Background: an optimization exercise with open tools, aiming at small area, a short achievable clock period and few clock cycles. Do not read the settings as production practice.
For this run, only the layout was checked, not whether the RTL still works.
Power figures rest on the tool's default switching activity, not on a simulated workload.

==> flow/design.v <==
module csa_fa (
    input  a,
    input  b,
    input  c,
    output s,
    output co
);
assign s  = a ^ b ^ c;
assign co = (a & b) | (a & c) | (b & c);
endmodule
module csa_ha (
    input  a,
    input  b,
    output s,
    output co
);
assign s  = a ^ b;
assign co = a & b;
endmodule
module csa_fx (
    input  a,
    input  b,
    input  c,
    output s,
    output co
);
logic x;
assign x  = a ^ b;
assign s  = x ^ c;
assign co = x ? c : a;
endmodule
module sparse_mac_top
#(
    parameter int NUM_DECODERS = 2,
    parameter int VALUE_W = 16,
    parameter int INDEX_W = 16,
    parameter int DECODER_FIFO_DEPTH = 16,
    parameter int ACCUM_W = 32
)
(
    input mac_clk,
    input mac_rst,
    input [NUM_DECODERS-1:0] sram_valid_i,
    output [NUM_DECODERS-1:0] sram_ready_o,
    input [NUM_DECODERS*(1+VALUE_W+INDEX_W)-1:0] sram_data_i,
    output mac_valid_o,
    output [ACCUM_W-1:0] mac_data_o
);
localparam int DATA_W = 1 + VALUE_W + INDEX_W;
logic [INDEX_W-1:0] skip0, skip1;
logic [VALUE_W-1:0] val0, val1;
logic in_done0, in_done1;
assign {in_done0, val0, skip0} = sram_data_i[0 +: DATA_W];
assign {in_done1, val1, skip1} = sram_data_i[DATA_W +: DATA_W];
logic hv0, hv1;               
logic hd0, hd1;               
logic [VALUE_W-1:0] hval0;
logic [VALUE_W-1:0] hval1;
logic [7:0] g_one, g_two, g_neg;    
logic g_top;
logic [INDEX_W:0] diff;       
logic zq;                     
logic mat;                    
logic [31:0] acc_s, acc_c;    
logic [31:0] res;             
logic mq;                     
logic fin, both, d_neg, pop0, pop1, take0, take1;
assign fin   = (hv0 & hd0) | (hv1 & hd1);
assign both  = hv0 & hv1 & ~fin;
assign d_neg = diff[INDEX_W];
assign pop0  = both & ~d_neg;
assign pop1  = both & (d_neg | zq);
assign sram_ready_o[0] = ~fin & (~hv0 | pop0);
assign sram_ready_o[1] = ~fin & (~hv1 | pop1);
assign take0 = sram_valid_i[0] & sram_ready_o[0];
assign take1 = sram_valid_i[1] & sram_ready_o[1];
logic [INDEX_W:0] s1x, s0x, c10, c01, c11, diff_n;
logic [INDEX_W+1:0] c10_w, c11_w;
assign s1x   = {1'b0, skip1};
assign s0x   = {1'b0, skip0};
assign c10_w = {diff, 1'b1} + {s1x, 1'b1};           
assign c10   = c10_w[INDEX_W+1:1];
assign c01   = diff + ~s0x;                           
assign c11_w = {s1x, 1'b1} + {~s0x, 1'b1};           
assign c11   = c11_w[INDEX_W+1:1];
logic t00, t01, t10, t11;
assign t00 = ~take1 & ~take0;
assign t01 = ~take1 &  take0;
assign t10 =  take1 & ~take0;
assign t11 =  take1 &  take0;
assign diff_n = ({(INDEX_W+1){t00}} & diff) | ({(INDEX_W+1){t01}} & c01)
              | ({(INDEX_W+1){t10}} & c10) | ({(INDEX_W+1){t11}} & c11);
logic [INDEX_W:0] diff_m1;
logic z10, z01, z11, zn;
assign diff_m1 = diff - 1'b1;
assign z10 = (s1x == ~diff);
assign z01 = (s0x == diff_m1);
assign z11 = (skip1 == skip0);
assign zn  = (t00 & zq) | (t01 & z01) | (t10 & z10) | (t11 & z11);
logic hv0n, hv1n, hd0n, hd1n, finn, matn;
assign hv0n = take0 | (hv0 & ~pop0);
assign hv1n = take1 | (hv1 & ~pop1);
assign hd0n = take0 ? in_done0 : hd0;
assign hd1n = take1 ? in_done1 : hd1;
assign finn = (hv0n & hd0n) | (hv1n & hd1n);
assign matn = hv0n & hv1n & ~finn & zn;
logic [VALUE_W-1:0] n_val1;
logic [7:0] n_one, n_two, n_neg;
logic n_top;
assign n_val1 = take1 ? val1 : hval1;
always_comb begin
    for (int j = 0; j < 8; j++) begin
        logic hi, mid, lo;
        hi  = n_val1[2*j+1];
        mid = n_val1[2*j];
        lo  = (j == 0) ? 1'b0 : n_val1[2*j-1];
        n_one[j] = mid ^ lo;
        n_two[j] = (hi & ~mid & ~lo) | (~hi & mid & lo);
        n_neg[j] = hi;
    end
end
assign n_top = n_val1[15];
logic [16:0] bpp [8];
logic [15:0] bpp8;
always_comb begin
    for (int j = 0; j < 8; j++)
        for (int i = 0; i < 17; i++)
            bpp[j][i] = ((g_one[j] & ((i < 16) ? hval0[i] : 1'b0))
                       | (g_two[j] & ((i > 0) ? hval0[i-1] : 1'b0))) ^ g_neg[j];
    for (int i = 0; i < 16; i++)
        bpp8[i] = g_top & hval0[i];
end
logic [31:0] tree_s, tree_c;
logic mt_0, mt_1, mt_2, mt_3, mt_4, mt_5, mt_6, mt_7, mt_8, mt_9, mt_10, mt_11;
logic mt_12, mt_13, mt_14, mt_15, mt_16, mt_17, mt_18, mt_19, mt_20, mt_21, mt_22, mt_23;
logic mt_24, mt_25, mt_26, mt_27, mt_28, mt_29, mt_30, mt_31, mt_32, mt_33, mt_34, mt_35;
logic mt_36, mt_37, mt_38, mt_39, mt_40, mt_41, mt_42, mt_43, mt_44, mt_45, mt_46, mt_47;
logic mt_48, mt_49, mt_50, mt_51, mt_52, mt_53, mt_54, mt_55, mt_56, mt_57, mt_58, mt_59;
logic mt_60, mt_61, mt_62, mt_63, mt_64, mt_65, mt_66, mt_67, mt_68, mt_69, mt_70, mt_71;
logic mt_72, mt_73, mt_74, mt_75, mt_76, mt_77, mt_78, mt_79, mt_80, mt_81, mt_82, mt_83;
logic mt_84, mt_85, mt_86, mt_87, mt_88, mt_89, mt_90, mt_91, mt_92, mt_93, mt_94, mt_95;
logic mt_96, mt_97, mt_98, mt_99, mt_100, mt_101, mt_102, mt_103, mt_104, mt_105, mt_106, mt_107;
logic mt_108, mt_109, mt_110, mt_111, mt_112, mt_113, mt_114, mt_115, mt_116, mt_117, mt_118, mt_119;
logic mt_120, mt_121, mt_122, mt_123, mt_124, mt_125, mt_126, mt_127, mt_128, mt_129, mt_130, mt_131;
logic mt_132, mt_133, mt_134, mt_135, mt_136, mt_137, mt_138, mt_139, mt_140, mt_141, mt_142, mt_143;
logic mt_144, mt_145, mt_146, mt_147, mt_148, mt_149, mt_150, mt_151, mt_152, mt_153, mt_154, mt_155;
logic mt_156, mt_157, mt_158, mt_159, mt_160, mt_161, mt_162, mt_163, mt_164, mt_165, mt_166, mt_167;
logic mt_168, mt_169, mt_170, mt_171, mt_172, mt_173, mt_174, mt_175, mt_176, mt_177, mt_178, mt_179;
logic mt_180, mt_181, mt_182, mt_183, mt_184, mt_185, mt_186, mt_187, mt_188, mt_189, mt_190, mt_191;
logic mt_192, mt_193, mt_194, mt_195, mt_196, mt_197, mt_198, mt_199, mt_200, mt_201, mt_202, mt_203;
logic mt_204, mt_205, mt_206, mt_207, mt_208, mt_209, mt_210, mt_211, mt_212, mt_213, mt_214, mt_215;
logic mt_216, mt_217, mt_218, mt_219, mt_220, mt_221, mt_222, mt_223, mt_224, mt_225, mt_226, mt_227;
logic mt_228, mt_229, mt_230, mt_231, mt_232, mt_233, mt_234, mt_235, mt_236, mt_237, mt_238, mt_239;
logic mt_240, mt_241, mt_242, mt_243, mt_244, mt_245, mt_246, mt_247, mt_248, mt_249, mt_250, mt_251;
logic mt_252, mt_253, mt_254, mt_255, mt_256, mt_257, mt_258, mt_259, mt_260, mt_261, mt_262, mt_263;
logic mt_264, mt_265, mt_266, mt_267, mt_268, mt_269, mt_270, mt_271, mt_272, mt_273, mt_274, mt_275;
logic mt_276, mt_277, mt_278, mt_279, mt_280, mt_281, mt_282, mt_283, mt_284, mt_285, mt_286, mt_287;
logic mt_288, mt_289, mt_290, mt_291, mt_292, mt_293, mt_294, mt_295, mt_296, mt_297, mt_298, mt_299;
logic mt_300, mt_301, mt_302, mt_303, mt_304, mt_305, mt_306, mt_307, mt_308, mt_309, mt_310, mt_311;
logic mt_312, mt_313, mt_314, mt_315, mt_316, mt_317, mt_318, mt_319, mt_320, mt_321, mt_322, mt_323;
logic mt_324, mt_325, mt_326, mt_327, mt_328, mt_329, mt_330, mt_331, mt_332, mt_333, mt_334, mt_335;
logic mt_336, mt_337, mt_338, mt_339, mt_340, mt_341, mt_342, mt_343, mt_344, mt_345, mt_346, mt_347;
logic mt_348, mt_349, mt_350, mt_351, mt_352, mt_353, mt_354, mt_355, mt_356, mt_357, mt_358, mt_359;
logic mt_360, mt_361, mt_362, mt_363, mt_364, mt_365, mt_366, mt_367, mt_368, mt_369, mt_370, mt_371;
logic mt_372, mt_373, mt_374, mt_375, mt_376, mt_377, mt_378, mt_379, mt_380, mt_381, mt_382, mt_383;
logic mt_384, mt_385, mt_386, mt_387, mt_388, mt_389, mt_390, mt_391;
csa_ha u_mt_0 (.a(acc_s[12]), .b(acc_c[12]), .s(mt_0), .co(mt_1));
csa_ha u_mt_2 (.a(acc_s[13]), .b(acc_c[13]), .s(mt_2), .co(mt_3));
csa_fa u_mt_4 (.a(acc_s[14]), .b(acc_c[14]), .c(g_neg[7]), .s(mt_4), .co(mt_5));
csa_ha u_mt_6 (.a(bpp[0][14]), .b(bpp[1][12]), .s(mt_6), .co(mt_7));
csa_fa u_mt_8 (.a(acc_s[15]), .b(acc_c[15]), .c(bpp[0][15]), .s(mt_8), .co(mt_9));
csa_ha u_mt_10 (.a(bpp[1][13]), .b(bpp[2][11]), .s(mt_10), .co(mt_11));
csa_fa u_mt_12 (.a(acc_s[16]), .b(acc_c[16]), .c(bpp8[0]), .s(mt_12), .co(mt_13));
csa_fa u_mt_14 (.a(bpp[0][16]), .b(bpp[1][14]), .c(bpp[2][12]), .s(mt_14), .co(mt_15));
csa_fa u_mt_16 (.a(acc_s[17]), .b(acc_c[17]), .c(g_neg[0]), .s(mt_16), .co(mt_17));
csa_fa u_mt_18 (.a(bpp8[1]), .b(bpp[1][15]), .c(bpp[2][13]), .s(mt_18), .co(mt_19));
csa_fa u_mt_20 (.a(acc_s[18]), .b(acc_c[18]), .c(g_neg[0]), .s(mt_20), .co(mt_21));
csa_fa u_mt_22 (.a(bpp8[2]), .b(bpp[1][16]), .c(bpp[2][14]), .s(mt_22), .co(mt_23));
csa_fa u_mt_24 (.a(acc_s[19]), .b(acc_c[19]), .c(~g_neg[0]), .s(mt_24), .co(mt_25));
csa_fa u_mt_26 (.a(~g_neg[1]), .b(bpp8[3]), .c(bpp[2][15]), .s(mt_26), .co(mt_27));
csa_fa u_mt_28 (.a(1'b1), .b(acc_s[20]), .c(acc_c[20]), .s(mt_28), .co(mt_29));
csa_ha u_mt_30 (.a(bpp8[4]), .b(bpp[2][16]), .s(mt_30), .co(mt_31));
csa_fa u_mt_32 (.a(acc_s[21]), .b(acc_c[21]), .c(~g_neg[2]), .s(mt_32), .co(mt_33));
csa_ha u_mt_34 (.a(1'b1), .b(acc_s[22]), .s(mt_34), .co(mt_35));
csa_ha u_mt_36 (.a(acc_s[6]), .b(acc_c[6]), .s(mt_36), .co(mt_37));
csa_ha u_mt_38 (.a(acc_s[7]), .b(acc_c[7]), .s(mt_38), .co(mt_39));
csa_fa u_mt_40 (.a(acc_s[8]), .b(acc_c[8]), .c(g_neg[4]), .s(mt_40), .co(mt_41));
csa_ha u_mt_42 (.a(bpp[0][8]), .b(bpp[1][6]), .s(mt_42), .co(mt_43));
csa_fa u_mt_44 (.a(acc_s[9]), .b(acc_c[9]), .c(bpp[0][9]), .s(mt_44), .co(mt_45));
csa_ha u_mt_46 (.a(bpp[1][7]), .b(bpp[2][5]), .s(mt_46), .co(mt_47));
csa_fa u_mt_48 (.a(acc_s[10]), .b(acc_c[10]), .c(g_neg[5]), .s(mt_48), .co(mt_49));
csa_fa u_mt_50 (.a(bpp[0][10]), .b(bpp[1][8]), .c(bpp[2][6]), .s(mt_50), .co(mt_51));
csa_ha u_mt_52 (.a(bpp[3][4]), .b(bpp[4][2]), .s(mt_52), .co(mt_53));
csa_fa u_mt_54 (.a(acc_s[11]), .b(acc_c[11]), .c(bpp[0][11]), .s(mt_54), .co(mt_55));
csa_fa u_mt_56 (.a(bpp[1][9]), .b(bpp[2][7]), .c(bpp[3][5]), .s(mt_56), .co(mt_57));
csa_ha u_mt_58 (.a(bpp[4][3]), .b(bpp[5][1]), .s(mt_58), .co(mt_59));
csa_fa u_mt_60 (.a(g_neg[6]), .b(mt_0), .c(bpp[0][12]), .s(mt_60), .co(mt_61));
csa_fa u_mt_62 (.a(bpp[1][10]), .b(bpp[2][8]), .c(bpp[3][6]), .s(mt_62), .co(mt_63));
csa_fa u_mt_64 (.a(bpp[4][4]), .b(bpp[5][2]), .c(bpp[6][0]), .s(mt_64), .co(mt_65));
csa_fa u_mt_66 (.a(mt_1), .b(mt_2), .c(bpp[0][13]), .s(mt_66), .co(mt_67));
csa_fa u_mt_68 (.a(bpp[1][11]), .b(bpp[2][9]), .c(bpp[3][7]), .s(mt_68), .co(mt_69));
csa_fa u_mt_70 (.a(bpp[4][5]), .b(bpp[5][3]), .c(bpp[6][1]), .s(mt_70), .co(mt_71));
csa_fa u_mt_72 (.a(mt_3), .b(mt_4), .c(bpp[2][10]), .s(mt_72), .co(mt_73));
csa_fa u_mt_74 (.a(bpp[3][8]), .b(bpp[4][6]), .c(bpp[5][4]), .s(mt_74), .co(mt_75));
csa_fa u_mt_76 (.a(bpp[6][2]), .b(bpp[7][0]), .c(mt_6), .s(mt_76), .co(mt_77));
csa_fa u_mt_78 (.a(mt_5), .b(bpp[3][9]), .c(bpp[4][7]), .s(mt_78), .co(mt_79));
csa_fa u_mt_80 (.a(bpp[5][5]), .b(bpp[6][3]), .c(bpp[7][1]), .s(mt_80), .co(mt_81));
csa_fx u_mt_82 (.a(mt_8), .b(mt_7), .c(mt_10), .s(mt_82), .co(mt_83));
csa_fa u_mt_84 (.a(mt_12), .b(bpp[3][10]), .c(bpp[4][8]), .s(mt_84), .co(mt_85));
csa_fa u_mt_86 (.a(bpp[5][6]), .b(bpp[6][4]), .c(bpp[7][2]), .s(mt_86), .co(mt_87));
csa_fx u_mt_88 (.a(mt_11), .b(mt_9), .c(mt_14), .s(mt_88), .co(mt_89));
csa_fa u_mt_90 (.a(mt_16), .b(bpp[3][11]), .c(bpp[4][9]), .s(mt_90), .co(mt_91));
csa_fa u_mt_92 (.a(bpp[5][7]), .b(bpp[6][5]), .c(bpp[7][3]), .s(mt_92), .co(mt_93));
csa_fx u_mt_94 (.a(mt_13), .b(mt_15), .c(mt_18), .s(mt_94), .co(mt_95));
csa_fa u_mt_96 (.a(mt_20), .b(mt_17), .c(bpp[3][12]), .s(mt_96), .co(mt_97));
csa_fa u_mt_98 (.a(bpp[4][10]), .b(bpp[5][8]), .c(bpp[6][6]), .s(mt_98), .co(mt_99));
csa_fa u_mt_100 (.a(bpp[7][4]), .b(mt_19), .c(mt_22), .s(mt_100), .co(mt_101));
csa_fa u_mt_102 (.a(mt_24), .b(mt_21), .c(bpp[3][13]), .s(mt_102), .co(mt_103));
csa_fa u_mt_104 (.a(bpp[4][11]), .b(bpp[5][9]), .c(bpp[6][7]), .s(mt_104), .co(mt_105));
csa_fx u_mt_106 (.a(bpp[7][5]), .b(mt_26), .c(mt_23), .s(mt_106), .co(mt_107));
csa_fa u_mt_108 (.a(mt_28), .b(mt_25), .c(bpp[3][14]), .s(mt_108), .co(mt_109));
csa_fa u_mt_110 (.a(bpp[4][12]), .b(bpp[5][10]), .c(bpp[6][8]), .s(mt_110), .co(mt_111));
csa_fx u_mt_112 (.a(bpp[7][6]), .b(mt_30), .c(mt_27), .s(mt_112), .co(mt_113));
csa_fa u_mt_114 (.a(mt_29), .b(bpp8[5]), .c(mt_32), .s(mt_114), .co(mt_115));
csa_fa u_mt_116 (.a(bpp[3][15]), .b(bpp[4][13]), .c(bpp[5][11]), .s(mt_116), .co(mt_117));
csa_fa u_mt_118 (.a(bpp[6][9]), .b(bpp[7][7]), .c(mt_31), .s(mt_118), .co(mt_119));
csa_fa u_mt_120 (.a(acc_c[22]), .b(mt_34), .c(bpp8[6]), .s(mt_120), .co(mt_121));
csa_fa u_mt_122 (.a(mt_33), .b(bpp[3][16]), .c(bpp[4][14]), .s(mt_122), .co(mt_123));
csa_fa u_mt_124 (.a(bpp[5][12]), .b(bpp[6][10]), .c(bpp[7][8]), .s(mt_124), .co(mt_125));
csa_fa u_mt_126 (.a(acc_s[23]), .b(acc_c[23]), .c(mt_35), .s(mt_126), .co(mt_127));
csa_fa u_mt_128 (.a(~g_neg[3]), .b(bpp8[7]), .c(bpp[4][15]), .s(mt_128), .co(mt_129));
csa_fa u_mt_130 (.a(bpp[5][13]), .b(bpp[6][11]), .c(bpp[7][9]), .s(mt_130), .co(mt_131));
csa_fa u_mt_132 (.a(1'b1), .b(acc_s[24]), .c(acc_c[24]), .s(mt_132), .co(mt_133));
csa_fa u_mt_134 (.a(bpp8[8]), .b(bpp[4][16]), .c(bpp[5][14]), .s(mt_134), .co(mt_135));
csa_ha u_mt_136 (.a(bpp[6][12]), .b(bpp[7][10]), .s(mt_136), .co(mt_137));
csa_fa u_mt_138 (.a(acc_s[25]), .b(acc_c[25]), .c(~g_neg[4]), .s(mt_138), .co(mt_139));
csa_fa u_mt_140 (.a(bpp8[9]), .b(bpp[5][15]), .c(bpp[6][13]), .s(mt_140), .co(mt_141));
csa_fa u_mt_142 (.a(1'b1), .b(acc_s[26]), .c(acc_c[26]), .s(mt_142), .co(mt_143));
csa_ha u_mt_144 (.a(bpp8[10]), .b(bpp[5][16]), .s(mt_144), .co(mt_145));
csa_fa u_mt_146 (.a(acc_s[27]), .b(acc_c[27]), .c(~g_neg[5]), .s(mt_146), .co(mt_147));
csa_ha u_mt_148 (.a(1'b1), .b(acc_s[28]), .s(mt_148), .co(mt_149));
csa_ha u_mt_150 (.a(acc_s[2]), .b(acc_c[2]), .s(mt_150), .co(mt_151));
csa_ha u_mt_152 (.a(acc_s[3]), .b(acc_c[3]), .s(mt_152), .co(mt_153));
csa_fa u_mt_154 (.a(acc_s[4]), .b(acc_c[4]), .c(g_neg[2]), .s(mt_154), .co(mt_155));
csa_ha u_mt_156 (.a(bpp[0][4]), .b(bpp[1][2]), .s(mt_156), .co(mt_157));
csa_fa u_mt_158 (.a(acc_s[5]), .b(acc_c[5]), .c(bpp[0][5]), .s(mt_158), .co(mt_159));
csa_ha u_mt_160 (.a(bpp[1][3]), .b(bpp[2][1]), .s(mt_160), .co(mt_161));
csa_fa u_mt_162 (.a(g_neg[3]), .b(mt_36), .c(bpp[0][6]), .s(mt_162), .co(mt_163));
csa_fa u_mt_164 (.a(bpp[1][4]), .b(bpp[2][2]), .c(bpp[3][0]), .s(mt_164), .co(mt_165));
csa_fa u_mt_166 (.a(mt_37), .b(mt_38), .c(bpp[0][7]), .s(mt_166), .co(mt_167));
csa_fa u_mt_168 (.a(bpp[1][5]), .b(bpp[2][3]), .c(bpp[3][1]), .s(mt_168), .co(mt_169));
csa_fa u_mt_170 (.a(mt_39), .b(mt_40), .c(bpp[2][4]), .s(mt_170), .co(mt_171));
csa_fa u_mt_172 (.a(bpp[3][2]), .b(bpp[4][0]), .c(mt_42), .s(mt_172), .co(mt_173));
csa_fa u_mt_174 (.a(mt_41), .b(bpp[3][3]), .c(bpp[4][1]), .s(mt_174), .co(mt_175));
csa_fa u_mt_176 (.a(mt_44), .b(mt_43), .c(mt_46), .s(mt_176), .co(mt_177));
csa_fa u_mt_178 (.a(mt_48), .b(bpp[5][0]), .c(mt_47), .s(mt_178), .co(mt_179));
csa_fa u_mt_180 (.a(mt_52), .b(mt_45), .c(mt_50), .s(mt_180), .co(mt_181));
csa_fa u_mt_182 (.a(mt_49), .b(mt_54), .c(mt_53), .s(mt_182), .co(mt_183));
csa_fa u_mt_184 (.a(mt_58), .b(mt_51), .c(mt_56), .s(mt_184), .co(mt_185));
csa_fa u_mt_186 (.a(mt_60), .b(mt_59), .c(mt_55), .s(mt_186), .co(mt_187));
csa_fa u_mt_188 (.a(mt_57), .b(mt_62), .c(mt_64), .s(mt_188), .co(mt_189));
csa_fa u_mt_190 (.a(mt_66), .b(mt_61), .c(mt_63), .s(mt_190), .co(mt_191));
csa_fa u_mt_192 (.a(mt_65), .b(mt_68), .c(mt_70), .s(mt_192), .co(mt_193));
csa_fa u_mt_194 (.a(mt_72), .b(mt_67), .c(mt_69), .s(mt_194), .co(mt_195));
csa_fa u_mt_196 (.a(mt_71), .b(mt_74), .c(mt_76), .s(mt_196), .co(mt_197));
csa_fa u_mt_198 (.a(mt_73), .b(mt_75), .c(mt_78), .s(mt_198), .co(mt_199));
csa_fx u_mt_200 (.a(mt_80), .b(mt_82), .c(mt_77), .s(mt_200), .co(mt_201));
csa_fa u_mt_202 (.a(mt_79), .b(mt_81), .c(mt_84), .s(mt_202), .co(mt_203));
csa_fa u_mt_204 (.a(mt_86), .b(mt_83), .c(mt_88), .s(mt_204), .co(mt_205));
csa_fa u_mt_206 (.a(mt_85), .b(mt_87), .c(mt_90), .s(mt_206), .co(mt_207));
csa_fa u_mt_208 (.a(mt_92), .b(mt_94), .c(mt_89), .s(mt_208), .co(mt_209));
csa_fa u_mt_210 (.a(mt_96), .b(mt_91), .c(mt_93), .s(mt_210), .co(mt_211));
csa_fa u_mt_212 (.a(mt_98), .b(mt_100), .c(mt_95), .s(mt_212), .co(mt_213));
csa_fa u_mt_214 (.a(mt_102), .b(mt_97), .c(mt_99), .s(mt_214), .co(mt_215));
csa_fx u_mt_216 (.a(mt_104), .b(mt_106), .c(mt_101), .s(mt_216), .co(mt_217));
csa_fa u_mt_218 (.a(mt_108), .b(mt_103), .c(mt_105), .s(mt_218), .co(mt_219));
csa_fx u_mt_220 (.a(mt_110), .b(mt_112), .c(mt_107), .s(mt_220), .co(mt_221));
csa_fa u_mt_222 (.a(mt_114), .b(mt_109), .c(mt_111), .s(mt_222), .co(mt_223));
csa_fa u_mt_224 (.a(mt_116), .b(mt_118), .c(mt_113), .s(mt_224), .co(mt_225));
csa_fa u_mt_226 (.a(mt_120), .b(mt_115), .c(mt_117), .s(mt_226), .co(mt_227));
csa_fa u_mt_228 (.a(mt_122), .b(mt_124), .c(mt_119), .s(mt_228), .co(mt_229));
csa_fa u_mt_230 (.a(mt_126), .b(mt_121), .c(mt_128), .s(mt_230), .co(mt_231));
csa_fa u_mt_232 (.a(mt_123), .b(mt_125), .c(mt_130), .s(mt_232), .co(mt_233));
csa_fa u_mt_234 (.a(mt_132), .b(mt_127), .c(mt_136), .s(mt_234), .co(mt_235));
csa_fa u_mt_236 (.a(mt_129), .b(mt_131), .c(mt_134), .s(mt_236), .co(mt_237));
csa_fa u_mt_238 (.a(mt_133), .b(mt_138), .c(bpp[7][11]), .s(mt_238), .co(mt_239));
csa_fa u_mt_240 (.a(mt_137), .b(mt_135), .c(mt_140), .s(mt_240), .co(mt_241));
csa_fa u_mt_242 (.a(mt_142), .b(mt_139), .c(bpp[6][14]), .s(mt_242), .co(mt_243));
csa_fa u_mt_244 (.a(bpp[7][12]), .b(mt_144), .c(mt_141), .s(mt_244), .co(mt_245));
csa_fa u_mt_246 (.a(mt_143), .b(bpp8[11]), .c(mt_146), .s(mt_246), .co(mt_247));
csa_fa u_mt_248 (.a(bpp[6][15]), .b(bpp[7][13]), .c(mt_145), .s(mt_248), .co(mt_249));
csa_fa u_mt_250 (.a(acc_c[28]), .b(mt_148), .c(bpp8[12]), .s(mt_250), .co(mt_251));
csa_fa u_mt_252 (.a(mt_147), .b(bpp[6][16]), .c(bpp[7][14]), .s(mt_252), .co(mt_253));
csa_fa u_mt_254 (.a(acc_s[29]), .b(acc_c[29]), .c(mt_149), .s(mt_254), .co(mt_255));
csa_fa u_mt_256 (.a(~g_neg[6]), .b(bpp8[13]), .c(bpp[7][15]), .s(mt_256), .co(mt_257));
csa_fa u_mt_258 (.a(1'b1), .b(acc_s[30]), .c(acc_c[30]), .s(mt_258), .co(mt_259));
csa_ha u_mt_260 (.a(bpp8[14]), .b(bpp[7][16]), .s(mt_260), .co(mt_261));
csa_fa u_mt_262 (.a(acc_s[31]), .b(acc_c[31]), .c(~g_neg[7]), .s(mt_262), .co(mt_263));
csa_ha u_mt_264 (.a(acc_s[0]), .b(acc_c[0]), .s(mt_264), .co(mt_265));
csa_ha u_mt_266 (.a(acc_s[1]), .b(acc_c[1]), .s(mt_266), .co(mt_267));
csa_fa u_mt_268 (.a(g_neg[1]), .b(mt_150), .c(bpp[0][2]), .s(mt_268), .co(mt_269));
csa_fa u_mt_270 (.a(mt_151), .b(mt_152), .c(bpp[0][3]), .s(mt_270), .co(mt_271));
csa_fa u_mt_272 (.a(mt_153), .b(mt_154), .c(bpp[2][0]), .s(mt_272), .co(mt_273));
csa_fa u_mt_274 (.a(mt_155), .b(mt_158), .c(mt_157), .s(mt_274), .co(mt_275));
csa_fa u_mt_276 (.a(mt_162), .b(mt_161), .c(mt_159), .s(mt_276), .co(mt_277));
csa_fa u_mt_278 (.a(mt_166), .b(mt_163), .c(mt_165), .s(mt_278), .co(mt_279));
csa_fa u_mt_280 (.a(mt_170), .b(mt_167), .c(mt_169), .s(mt_280), .co(mt_281));
csa_fa u_mt_282 (.a(mt_171), .b(mt_174), .c(mt_176), .s(mt_282), .co(mt_283));
csa_fa u_mt_284 (.a(mt_175), .b(mt_178), .c(mt_177), .s(mt_284), .co(mt_285));
csa_fa u_mt_286 (.a(mt_179), .b(mt_182), .c(mt_184), .s(mt_286), .co(mt_287));
csa_fa u_mt_288 (.a(mt_183), .b(mt_186), .c(mt_185), .s(mt_288), .co(mt_289));
csa_fa u_mt_290 (.a(mt_187), .b(mt_190), .c(mt_189), .s(mt_290), .co(mt_291));
csa_fa u_mt_292 (.a(mt_191), .b(mt_194), .c(mt_193), .s(mt_292), .co(mt_293));
csa_fx u_mt_294 (.a(mt_195), .b(mt_198), .c(mt_197), .s(mt_294), .co(mt_295));
csa_fx u_mt_296 (.a(mt_202), .b(mt_199), .c(mt_201), .s(mt_296), .co(mt_297));
csa_fx u_mt_298 (.a(mt_206), .b(mt_203), .c(mt_205), .s(mt_298), .co(mt_299));
csa_fx u_mt_300 (.a(mt_210), .b(mt_207), .c(mt_209), .s(mt_300), .co(mt_301));
csa_fx u_mt_302 (.a(mt_211), .b(mt_214), .c(mt_216), .s(mt_302), .co(mt_303));
csa_fa u_mt_304 (.a(mt_215), .b(mt_218), .c(mt_220), .s(mt_304), .co(mt_305));
csa_fx u_mt_306 (.a(mt_219), .b(mt_222), .c(mt_224), .s(mt_306), .co(mt_307));
csa_fx u_mt_308 (.a(mt_226), .b(mt_223), .c(mt_228), .s(mt_308), .co(mt_309));
csa_fa u_mt_310 (.a(mt_230), .b(mt_227), .c(mt_232), .s(mt_310), .co(mt_311));
csa_fa u_mt_312 (.a(mt_234), .b(mt_231), .c(mt_236), .s(mt_312), .co(mt_313));
csa_fa u_mt_314 (.a(mt_238), .b(mt_235), .c(mt_240), .s(mt_314), .co(mt_315));
csa_fa u_mt_316 (.a(mt_242), .b(mt_239), .c(mt_244), .s(mt_316), .co(mt_317));
csa_fa u_mt_318 (.a(mt_246), .b(mt_243), .c(mt_248), .s(mt_318), .co(mt_319));
csa_fa u_mt_320 (.a(mt_250), .b(mt_247), .c(mt_252), .s(mt_320), .co(mt_321));
csa_fa u_mt_322 (.a(mt_254), .b(mt_251), .c(mt_256), .s(mt_322), .co(mt_323));
csa_fa u_mt_324 (.a(mt_258), .b(mt_255), .c(mt_260), .s(mt_324), .co(mt_325));
csa_fa u_mt_326 (.a(mt_259), .b(bpp8[15]), .c(mt_262), .s(mt_326), .co(mt_327));
csa_ha u_mt_328 (.a(g_neg[0]), .b(mt_264), .s(mt_328), .co(mt_329));
csa_fa u_mt_330 (.a(mt_265), .b(mt_266), .c(bpp[0][1]), .s(mt_330), .co(mt_331));
csa_fa u_mt_332 (.a(mt_267), .b(bpp[1][0]), .c(mt_268), .s(mt_332), .co(mt_333));
csa_fa u_mt_334 (.a(bpp[1][1]), .b(mt_270), .c(mt_269), .s(mt_334), .co(mt_335));
csa_fa u_mt_336 (.a(mt_272), .b(mt_156), .c(mt_271), .s(mt_336), .co(mt_337));
csa_fa u_mt_338 (.a(mt_160), .b(mt_273), .c(mt_274), .s(mt_338), .co(mt_339));
csa_fa u_mt_340 (.a(mt_164), .b(mt_275), .c(mt_276), .s(mt_340), .co(mt_341));
csa_fa u_mt_342 (.a(mt_168), .b(mt_277), .c(mt_278), .s(mt_342), .co(mt_343));
csa_fa u_mt_344 (.a(mt_172), .b(mt_279), .c(mt_280), .s(mt_344), .co(mt_345));
csa_fa u_mt_346 (.a(mt_173), .b(mt_281), .c(mt_282), .s(mt_346), .co(mt_347));
csa_fa u_mt_348 (.a(mt_180), .b(mt_284), .c(mt_283), .s(mt_348), .co(mt_349));
csa_fa u_mt_350 (.a(mt_181), .b(mt_286), .c(mt_285), .s(mt_350), .co(mt_351));
csa_fa u_mt_352 (.a(mt_188), .b(mt_288), .c(mt_287), .s(mt_352), .co(mt_353));
csa_fa u_mt_354 (.a(mt_192), .b(mt_289), .c(mt_290), .s(mt_354), .co(mt_355));
csa_fa u_mt_356 (.a(mt_196), .b(mt_291), .c(mt_292), .s(mt_356), .co(mt_357));
csa_fa u_mt_358 (.a(mt_200), .b(mt_293), .c(mt_294), .s(mt_358), .co(mt_359));
csa_fx u_mt_360 (.a(mt_204), .b(mt_296), .c(mt_295), .s(mt_360), .co(mt_361));
csa_fx u_mt_362 (.a(mt_208), .b(mt_298), .c(mt_297), .s(mt_362), .co(mt_363));
csa_fx u_mt_364 (.a(mt_212), .b(mt_300), .c(mt_299), .s(mt_364), .co(mt_365));
csa_fx u_mt_366 (.a(mt_213), .b(mt_302), .c(mt_301), .s(mt_366), .co(mt_367));
csa_fx u_mt_368 (.a(mt_217), .b(mt_304), .c(mt_303), .s(mt_368), .co(mt_369));
csa_fa u_mt_370 (.a(mt_221), .b(mt_306), .c(mt_305), .s(mt_370), .co(mt_371));
csa_fx u_mt_372 (.a(mt_225), .b(mt_308), .c(mt_307), .s(mt_372), .co(mt_373));
csa_fa u_mt_374 (.a(mt_229), .b(mt_310), .c(mt_309), .s(mt_374), .co(mt_375));
csa_fa u_mt_376 (.a(mt_233), .b(mt_312), .c(mt_311), .s(mt_376), .co(mt_377));
csa_fa u_mt_378 (.a(mt_237), .b(mt_314), .c(mt_313), .s(mt_378), .co(mt_379));
csa_fa u_mt_380 (.a(mt_241), .b(mt_316), .c(mt_315), .s(mt_380), .co(mt_381));
csa_fa u_mt_382 (.a(mt_245), .b(mt_318), .c(mt_317), .s(mt_382), .co(mt_383));
csa_fa u_mt_384 (.a(mt_249), .b(mt_320), .c(mt_319), .s(mt_384), .co(mt_385));
csa_fa u_mt_386 (.a(mt_253), .b(mt_322), .c(mt_321), .s(mt_386), .co(mt_387));
csa_fa u_mt_388 (.a(mt_257), .b(mt_324), .c(mt_323), .s(mt_388), .co(mt_389));
csa_fa u_mt_390 (.a(mt_326), .b(mt_261), .c(mt_325), .s(mt_390), .co(mt_391));
assign tree_s[0] = bpp[0][0];
assign tree_c[0] = mt_328;
assign tree_s[1] = mt_330;
assign tree_c[1] = mt_329;
assign tree_s[2] = mt_332;
assign tree_c[2] = mt_331;
assign tree_s[3] = mt_334;
assign tree_c[3] = mt_333;
assign tree_s[4] = mt_336;
assign tree_c[4] = mt_335;
assign tree_s[5] = mt_338;
assign tree_c[5] = mt_337;
assign tree_s[6] = mt_340;
assign tree_c[6] = mt_339;
assign tree_s[7] = mt_342;
assign tree_c[7] = mt_341;
assign tree_s[8] = mt_344;
assign tree_c[8] = mt_343;
assign tree_s[9] = mt_346;
assign tree_c[9] = mt_345;
assign tree_s[10] = mt_348;
assign tree_c[10] = mt_347;
assign tree_s[11] = mt_350;
assign tree_c[11] = mt_349;
assign tree_s[12] = mt_352;
assign tree_c[12] = mt_351;
assign tree_s[13] = mt_354;
assign tree_c[13] = mt_353;
assign tree_s[14] = mt_356;
assign tree_c[14] = mt_355;
assign tree_s[15] = mt_358;
assign tree_c[15] = mt_357;
assign tree_s[16] = mt_360;
assign tree_c[16] = mt_359;
assign tree_s[17] = mt_362;
assign tree_c[17] = mt_361;
assign tree_s[18] = mt_364;
assign tree_c[18] = mt_363;
assign tree_s[19] = mt_366;
assign tree_c[19] = mt_365;
assign tree_s[20] = mt_368;
assign tree_c[20] = mt_367;
assign tree_s[21] = mt_370;
assign tree_c[21] = mt_369;
assign tree_s[22] = mt_372;
assign tree_c[22] = mt_371;
assign tree_s[23] = mt_374;
assign tree_c[23] = mt_373;
assign tree_s[24] = mt_376;
assign tree_c[24] = mt_375;
assign tree_s[25] = mt_378;
assign tree_c[25] = mt_377;
assign tree_s[26] = mt_380;
assign tree_c[26] = mt_379;
assign tree_s[27] = mt_382;
assign tree_c[27] = mt_381;
assign tree_s[28] = mt_384;
assign tree_c[28] = mt_383;
assign tree_s[29] = mt_386;
assign tree_c[29] = mt_385;
assign tree_s[30] = mt_388;
assign tree_c[30] = mt_387;
assign tree_s[31] = mt_390;
assign tree_c[31] = mt_389;
always_ff @(posedge mac_clk or negedge mac_rst) begin
    if (~mac_rst) begin
        hv0   <= 1'b0;
        hv1   <= 1'b0;
        diff  <= '0;
        zq    <= 1'b1;
        mat   <= 1'b0;
        acc_s <= '0;
        acc_c <= '0;
        mq    <= 1'b0;
        g_one <= '0;
        g_two <= '0;
        g_neg <= '0;
        g_top <= 1'b0;
    end else begin
        hv0   <= hv0n;
        hv1   <= hv1n;
        diff  <= diff_n;
        zq    <= zn;
        mat   <= matn;
        acc_s <= tree_s;
        acc_c <= tree_c;
        mq    <= mat;
        g_one <= n_one & {8{matn}};
        g_two <= n_two & {8{matn}};
        g_neg <= n_neg & {8{matn}};
        g_top <= n_top & matn;
    end
end
function automatic [31:0] bk_add(input [31:0] a, input [31:0] b);
    logic [31:0] g, p, gg, pp;
    g = a & b;
    p = a ^ b;
    gg = g;
    pp = p;
    for (int l = 0; l < 5; l++)
        for (int i = 0; i < 32; i++)
            if (((i + 1) % (2 << l)) == 0) begin
                gg[i] = gg[i] | (pp[i] & gg[i - (1 << l)]);
                pp[i] = pp[i] & pp[i - (1 << l)];
            end
    for (int l = 3; l >= 0; l--)
        for (int i = 0; i < 32; i++)
            if (((i + 1) % (2 << l)) == (1 << l) && i >= (2 << l)) begin
                gg[i] = gg[i] | (pp[i] & gg[i - (1 << l)]);
                pp[i] = pp[i] & pp[i - (1 << l)];
            end
    bk_add = p ^ {gg[30:0], 1'b0};
endfunction
always_ff @(posedge mac_clk) begin
    res <= bk_add(acc_s, acc_c);
    if (take0) begin
        hval0 <= val0;
        hd0   <= in_done0;
    end
    if (take1) begin
        hval1 <= val1;
        hd1   <= in_done1;
    end
end
assign mac_valid_o = fin & ~mq;
assign mac_data_o  = res;
endmodule
==> flow/flow/run.sh <==
#!/bin/bash
set -euo pipefail
export BUFFER_PORTS_ARGS="-buffer_cell sky130_fd_sc_hd__buf_2"
bash standard.sh finish > flow_make.log 2>&1
==> flow/standard.sh <==
#!/bin/bash
# synth_recipe.tcl (not shown) runs the flow's synth.tcl, then flattens the netlist and writes it again
# the make line also repeats each setting of config.mk as NAME=value (left out here)
make -C /OpenROAD-flow-scripts/flow DESIGN_CONFIG=/design/flow/config.mk WORK_HOME=/design/flow/orfs CLKGATE_MAP_FILE= SYNTH_SCRIPT=/design/flow/synth_recipe.tcl "${@:-finish}"
==> flow/config.mk <==
export PLATFORM = sky130hd
export DESIGN_NAME = sparse_mac_top
export DESIGN_NICKNAME = sparse_mac_top
export VERILOG_FILES = /design/flow/design.v
export SDC_FILE = /design/flow/constraint.sdc
export NUM_CORES = 4
export LEC_CHECK = 0
export CAP_MARGIN = 20
export CORE_MARGIN = 2
export CORE_UTILIZATION = 40
export CTS_BUF_LIST = sky130_fd_sc_hd__clkbuf_4 sky130_fd_sc_hd__clkbuf_8
export SETUP_SLACK_MARGIN = 3.6
export SLEW_MARGIN = 20
export SYNTH_HIERARCHICAL = 1
==> flow/constraint.sdc <==
create_clock -name core_clock -period 7.0 [get_ports {mac_clk}]
set_input_delay 1.4000 -clock core_clock [delete_from_list [all_inputs] [get_ports {mac_clk}]]
set_output_delay 1.4000 -clock core_clock [all_outputs]
set_load 0.01 [all_outputs]
==> notes.md <==
status complete, no violations; Core Footprint 39600 sq um; Top cell by count, worst path inv_1; placed cells about 2000; Power Total 4.79 mW; Tmin final 3360 ps; H-tree depth 4; Final TNS setup 0 ps; final hold violation count 0; total CTS buffers 17; hold depth 0; Worst Setup End Kind flop; count leader, synth xnor2_1; ys flop type dfrtp_1; IO Port Bufs 104; RSZ-0062 raised after global routing true; Synth top cells by count xnor2_1, fa_1, a22oi_1, dfrtp_1, ha_1; dominant cells by area after synthesis fa_1, dfrtp_1, xnor2_1, ha_1, dfxtp_1; overflow left after global routing 0; CP Class primary input to flop; syn avg cell area 10.6 sq um; Top Usage Layer GRT met2; worst slack, placed between 2000 and 3000 ps; sequential fraction of the synthesis area 26.4%; final wirelength 43300 microns; num ports roughly 110; worst reg2reg setup slack 3680 ps; residual DRC count 0; Worst EP required approximately 7400 ps; # setup viols final 0; area of placed instances roughly 17000 sq um; DPL Wire Length about 31000 microns; synthesized area roughly 16000 sq um; synthesized instance count between 1500 and 2000; worst reg2reg path depth 6; Seq cells post-synth around 180; iteration count of the initial detailed-routing pass 6; Initial DRC Count 882; Hold Crit Class flop to flop; Bufs on Longest Clock Path 2; Crit Path Max Fanout 3; die width between 200 and 250 microns; initial antenna violation count 3; root buf cell clkbuf_8; MaxCap Viol Count 0; largest net degree at the start of global routing 60; Tot GR Track Use roughly a fifth; leading area contributor after synthesis fa_1; Max VDD drop 125 uV; WP data arrival around 3800 ps; GR Util met1 between 20 and 30%; Final Wtd Congestion 0.900; hold wc startpoint mat; EDFF count, synth 16; Final Util a little under half; Hold Path Sink mq; slew at the pin closest to its max-slew limit just under 900 ps; global-route wire length before repair roughly 68000 microns; post-route design area approximately 18000 sq um; row cnt 73; nets 1936; Slew Viols, Final 0; r2r endpoint acc_s[14]; CP Launch Type primary input; post-synth top area share 21.3%; CP Cell Sequence buf_2 > inv_1 > ha_1 > inv_1 > fa_1 > a211oi_2 > o21ai_0 > a21boi_1 > buf_4 > o31a_1 > nor3_1 > xnor2_1 > a22o_1 > a21oi_1; clock latency (worst-skew pair) 520 ps; vias in the first global route ~12000; final std cells w/o fill ~2100; via count 11870; Initial Util between 40% and 50%; final worst slack ~3600 ps; vias per cell between 5 and 6; Reg clk slew, reported paths between 100 and 150 ps; clock tree from TritonCTS built; worst reg2reg startpoint g_neg[7]; die height between 200 and 250 microns; layout cells sized above 1 14.8%; pwr/cell area between 200 and 300 nW/um^2; Clock Skew about 24 ps; GR Util met3 about 3.5%; Fmax approximately 300 MHz; grt met2 use 35.2%; routed wire length per instance 20.3 microns; Cell variety after synth 72; leakage approximately 8.1 nW; Tcrit/Tclk final 48.0%; yosys warns 9; post-synthesis async set-or-reset flop share a little over three fifths; minimum hold slack 362 ps; slowest cell on the critical path nor3_1; clk sinks ~180; area grow syn2layout 11.3%; die area 41700 sq um; Worst path max stage delay ~360 ps; Rel. slew slack approximately two fifths; antenna-violating nets left 0
layout by cell type, fill, tap and decap left out, types with 29 or more instances in the layout:
| cell | synthesis | final |
|---|---|---|
| a22oi_1 | 121 | 121 |
| inv_1 | 73 | 73 |
| fa_1 | 171 | 168 |
| nand3_1 | 32 | 32 |
| nor2_1 | 51 | 51 |
| buf_2 | 1 | 103 |
| nand2_1 | 80 | 78 |
| ha_1 | 101 | 99 |
| nor3_1 | 29 | 29 |
| a21oi_1 | 56 | 55 |
| dfrtp_1 | 109 | 95 |
| xnor2_1 | 176 | 176 |
| dfxtp_1 | 50 | 50 |
| o21ai_0 | 39 | 37 |
| buf_4 | 0 | 41 |
per-module statistics from Yosys (local to each module, per instance):
module	cells inside	cell area, sq um
csa_fx	2	33.8
sparse_mac_top	1295	12000
csa_fa	1	20.0
csa_ha	1	12.5
routing by layer:
layer | routed length [microns] | part of all wire [%] | up-vias
li1 | - | - | 5428
met1 | 18500 | 43 | 5925
met2 | 20800 | 48 | 431
met3 | 2820 | 6.5 | 84
met4 | 1070 | 2.5 | 2
met5 | 13 | 0.030 | -
power by group:
| group | leakage, nW | switching, mW | internal (mW) | total [mW] |
|---|---|---|---|---|
| registers | 1.99 | 0.266 | 1.27 | 1.54 |
| logic | 5.90 | 1.44 | 1.10 | 2.54 |
| clock network | 0.184 | 0.420 | 0.284 | 0.705 |
| total | 8.07 | 2.13 | 2.66 | 4.79 |
how the worst max path moves through the flow:
stage	cells past startpoint	to	startpoint	slack, ps
2_1_floorplan	8	acc_s[20]	g_neg[0]	3580
3_3_place_gp	12	res[31]	acc_s[0]	2860
3_5_place_dp	12	res[31]	acc_s[0]	2680
4_1_cts	12	res[29]	acc_s[0]	3600
5_1_grt	13	res[31]	acc_s[0]	3580
6_report	14	diff[14]	sram_data_i[33]	3640
cell type report:
cell class                      count  area (sq um)
Multi-Input combinational cell   1169         11200
Sequential cell                   176          4250
Tap cell                          525           657
Fill cell                        3778         21800
Antenna cell                        2          5.00
Clock buffer                       17           234
Timing Repair Buffer              156          1040
Clock inverter                     15           131
Inverter                           74           283
timing repair:
action / CTS / global route
setup endpoints to repair: 56 / 50
hold buffers: 0 / 0
cloned: 0 / 1
pin swaps: 3 / 10
buffers inserted: 26 / 16
resized for setup: 18 / 25
worst max-delay path, delay by kind of cell:
kind                       cells  cell delay, ps
AOI/OAI and AO/OA              6            1010
xor gates and xnor gates       1             170
adders and majority gates      2             450
buffers and inverters          4             350
and+or+nand+nor                1             360
flip-flops by register name, summed over array words and instances, names as in the netlist, 8 cells and up:
register,flops
g_one,8
acc_c,32
g_two,8
res,32
hval0,16
diff,17
hval1,16
g_neg,8
acc_s,32
kinds of logic (layout without fill, tap and decap cells):
group	after synthesis	in the layout	share of synthesized area, %
xor gates and xnor gates	221	221	14.0
and+or+nand+nor	284	285	8.85
muxes	16	16	0.998
buffers and inverters	173	262	4.20
AOI/OAI and AO/OA	348	348	15.0
adders and majority gates	293	293	30.5
DFF	176	176	26.4
other	1	8	0.0234

what the ideal ports hide:
How much do the figures lean on ideal ports? The routed layout below was timed once more, with nothing changed but the port constraints. Step 1 (the two cells are an assumption about what drives the block):
set clk [get_ports {mac_clk}]
set_driving_cell -lib_cell sky130_fd_sc_hd__clkbuf_16 $clk
set_driving_cell -lib_cell sky130_fd_sc_hd__buf_2 [delete_from_list [all_inputs] $clk]
Step 2 moves the port delays by t, midway between the first and last clock arrival at a register: inputs arrive t later, outputs are due t later. That takes back most of the time a late clock gives input paths. Three values: ideal ports, drivers, drivers and shift; two values: the first two.
t (ns): 0.557
setup WS [ns]: 3.640 / 3.669 / 3.111
cell pins on the clock port's net: 1
After both steps this run still meets setup and hold. For this run, drivers alone change the setup slack by +0.029 ns; drivers and shift together by -0.529 ns.
